From an optimization exercise on the open Yosys and OpenROAD flow, aimed at small area and a short achievable clock period; shortcuts taken in it are not production practice.
At most, simulation tests tie the RTL to the original design; equivalence was not proved.
Power and IR drop assume default switching activity.

## ALU_TOP
module ALU_TOP #(parameter inWidth = 8,
                 parameter outWidth = 16)
(
    input wire [inWidth-1 : 0] A,B,
    input wire [3:0] ALU_FUN,
    input CLK, RST,
    output reg Arith_Enable,Logic_Enable,CMP_Enable,Shift_Enable,
    output wire [outWidth-1:0] Arith_OUT,
    output reg Carry_OUT,Arith_Flag,
    output wire [outWidth-1:0] Logic_OUT,
    output reg Logic_Flag,
    output wire [4-1:0] CMP_OUT,
    output reg CMP_Flag,
    output wire [outWidth-1:0] SHIFT_OUT,
    output reg SHIFT_Flag
);
Size in the first run: roughly 45 flip-flops, about 83 I/O pins, roughly 6200 sq um of cells after synthesis.
Settings: LEC_CHECK=0, ABC_AREA=1, CAP_MARGIN=20, CORE_AREA=10 10 170 170, CTS_BUF_LIST=sky130_fd_sc_hd__clkbuf_2 sky130_fd_sc_hd__clkbuf_4 sky130_fd_sc_hd__clkbuf_8, DIE_AREA=0 0 180 180, SLEW_MARGIN=20; clock period 32.0 ns.
standard.sh (not shown) runs the stock make flow with config.mk's settings and CLKGATE_MAP_FILE= SYNTH_SCRIPT=/design/flow/synth_recipe.tcl, a recipe that flattens the netlist after the stock synthesis.
==> flow/flow/run.sh <==
#!/bin/bash
set -euo pipefail
here=$(cd "$(dirname "$0")" && pwd)
bash standard.sh ADDER_MAP_FILE= "SYNTH_SCRIPT=$here/synth.tcl" \
  "BUFFER_PORTS_ARGS=-buffer_cell sky130_fd_sc_hd__buf_1" finish > flow_make.log 2>&1
==> flow/flow/abc.script <==
strash
&get -n
&deepsyn -T 20
&put
dch
map -B 0.9
topo
stime -c
buffer -c
upsize -c
dnsize -c
==> flow/flow/synth.tcl <==
proc synth {args} { yosys synth -nofsm -noshare {*}$args }
set ::flow_abc_script [file join [file dirname [file normalize [info script]]] abc.script]
proc abc {args} {
  set i [lsearch -exact $args -script]
  if {$i >= 0} {
    lset args [expr {$i + 1}] $::flow_abc_script
  }
  yosys abc {*}$args
}
source $::env(SCRIPTS_DIR)/synth.tcl
# left out here: clear keep_hierarchy, flatten, clean up, hide names made inside functions, write 1_2_yosys.v
Change:
--- a/flow/design.v
+++ b/flow/design.v
@@ -174,72 +174,65 @@
     FA u95 (.a(c59), .b(s61), .c(pp5_0), .s(s93), .co(c94));
     FA u98 (.a(c62), .b(s64), .c(s26), .s(s96), .co(c97));
     FA u101 (.a(c65), .b(s67), .c(s32), .s(s99), .co(c100));
     FA u104 (.a(c68), .b(s70), .c(s38), .s(s102), .co(c103));
     FA u107 (.a(c71), .b(s73), .c(s44), .s(s105), .co(c106));
     FA u110 (.a(c74), .b(s76), .c(s50), .s(s108), .co(c109));
     FA u113 (.a(c77), .b(s79), .c(pp7_4), .s(s111), .co(c112));
     FA u116 (.a(c80), .b(s82), .c(pp7_5), .s(s114), .co(c115));
     FA u119 (.a(c83), .b(pp6_7), .c(pp7_6), .s(s117), .co(c118));
     wire [15:0] x = {1'b1, c118, c115, c112, c109, c106, c103, c100, c97, c94, c91, c88, c86, s85, pp0_1, pp0_0};
     wire [15:0] y = {1'b1, pp7_7, s117, s114, s111, s108, s105, s102, s99, s96, s93, s90, s87, pp2_0, pp1_0, 1'b1};
-    wire [16:0] t = {x, 1'b1} + {y, 1'b1};
-    assign P = ~t[16:1];
+    wire [16:0] fc;
+    wire [15:0] ns;
+    assign fc[0] = 1'b1;
+    genvar k;
+    generate
+        for (k = 0; k < 16; k = k + 1) begin : cpa
+            FA fa (.a(x[k]), .b(y[k]), .c(fc[k]), .s(ns[k]), .co(fc[k+1]));
+        end
+    endgenerate
+    assign P = ~ns;
 endmodule
 module DIV8 (
     input  wire [7:0] A, B,
     output wire [7:0] Q
 );
     wire [9:0] b1 = {2'b00, B};
     wire [9:0] b2 = {1'b0, B, 1'b0};
     wire [9:0] b3 = b1 + b2;
     wire [7:0] rem [0:4];
     assign rem[4] = A;
     genvar m;
     generate
         for (m = 3; m >= 0; m = m - 1) begin : s
             localparam W = 8 - 2*m;            
             wire [W-1:0] x = rem[m+1][7:2*m];
-            wire [W:0] d1; RSUB #(W) u1 (.x(x), .y(b1[W-1:0]), .d(d1));
-            wire [W:0] d2; RSUB #(W) u2 (.x(x), .y(b2[W-1:0]), .d(d2));
-            wire [W:0] d3; RSUB #(W) u3 (.x(x), .y(b3[W-1:0]), .d(d3));
+            wire [W:0] d1 = {1'b0, x} - {1'b0, b1[W-1:0]};
+            wire [W:0] d2 = {1'b0, x} - {1'b0, b2[W-1:0]};
+            wire [W:0] d3 = {1'b0, x} - {1'b0, b3[W-1:0]};
             wire c1, c2, c3;
             if (W < 10) begin : hz
                 assign c1 = ~|b1[9:W] & ~d1[W];
                 assign c2 = ~|b2[9:W] & ~d2[W];
                 assign c3 = ~|b3[9:W] & ~d3[W];
             end
             assign Q[2*m+1] = c2;
             assign Q[2*m]   = c3 | (c1 & ~c2);
             if (m != 0) begin : r
                 wire [W-1:0] nx = c3 ? d3[W-1:0] : c2 ? d2[W-1:0] : c1 ? d1[W-1:0] : x;
                 assign rem[m] = {nx, rem[m+1][2*m-1:0]};
             end
         end
     endgenerate
 endmodule
-module RSUB #(parameter W = 2) (
-    input  wire [W-1:0] x, y,
-    output wire [W:0]   d
-);
-    wire [W:0] c;
-    assign c[0] = 1'b1;
-    genvar j;
-    generate
-        for (j = 0; j < W; j = j + 1) begin : b
-            assign d[j]   = x[j] ^ ~y[j] ^ c[j];
-            assign c[j+1] = (x[j] & ~y[j]) | (x[j] & c[j]) | (~y[j] & c[j]);
-        end
-    endgenerate
-    assign d[W] = ~c[W];
-endmodule
 module ALU_TOP #(parameter inWidth = 8,
                  parameter outWidth = 16)
 (
     input wire [inWidth-1 : 0] A,B,
     input wire [3:0] ALU_FUN,
     input CLK, RST,
     output reg Arith_Enable,Logic_Enable,CMP_Enable,Shift_Enable,
     output wire [outWidth-1:0] Arith_OUT,
     output reg Carry_OUT,Arith_Flag,
     output wire [outWidth-1:0] Logic_OUT,
     output reg Logic_Flag,
=> Design area fell by 2.1%. Die area stays the same. Synthesized cell count is lower by 4.2%. First-iteration DRC count drops by 14%. Worst hold slack is better by 0.0088 ns. Total power is higher by 1.8%. Setup slack is worse by 0.013 ns. Clock skew is about the same. Global-route usage shrinks by 0.39 points. Fmax barely changes. Cell count came out lower by 2.7%. Via count goes down by 2.5%. Core utilization goes down by 0.55 points.
The RTL of the first run of this note was laid out without a check of its function.

static timing again, ports no longer ideal:
The flow's constraints put no driver on any port. The routed layouts listed below were extracted and timed again, unchanged, in two steps. Step 1, drivers: a clkbuf_16 drives CLK and a buf_2 each remaining input, both assumed. Step 2 times the ports against the registers' clock, not the clock port: input delays grow and output delays shrink by t, the midpoint of the rising clock arrivals with the driver on. Three values: ideal ports, drivers, drivers and shift; two values: the first two.
| run | shift t [ns] | slack for setup (ns) | clock arrival spread, ns | worst slew at a driven data input, ns |
|---|---|---|---|---|
| the first run | 0.333 | 21.964 / 21.942 / 21.609 | 0.011 / 0.012 | 0.07 |
| the second run | 0.339 | 21.952 / 21.949 / 21.610 | 0.015 / 0.016 | 0.06 |
After both steps setup and hold are still met in every run listed. For the first run, which loses most, drivers alone change the setup slack by -0.022 ns; drivers and shift together by -0.355 ns.
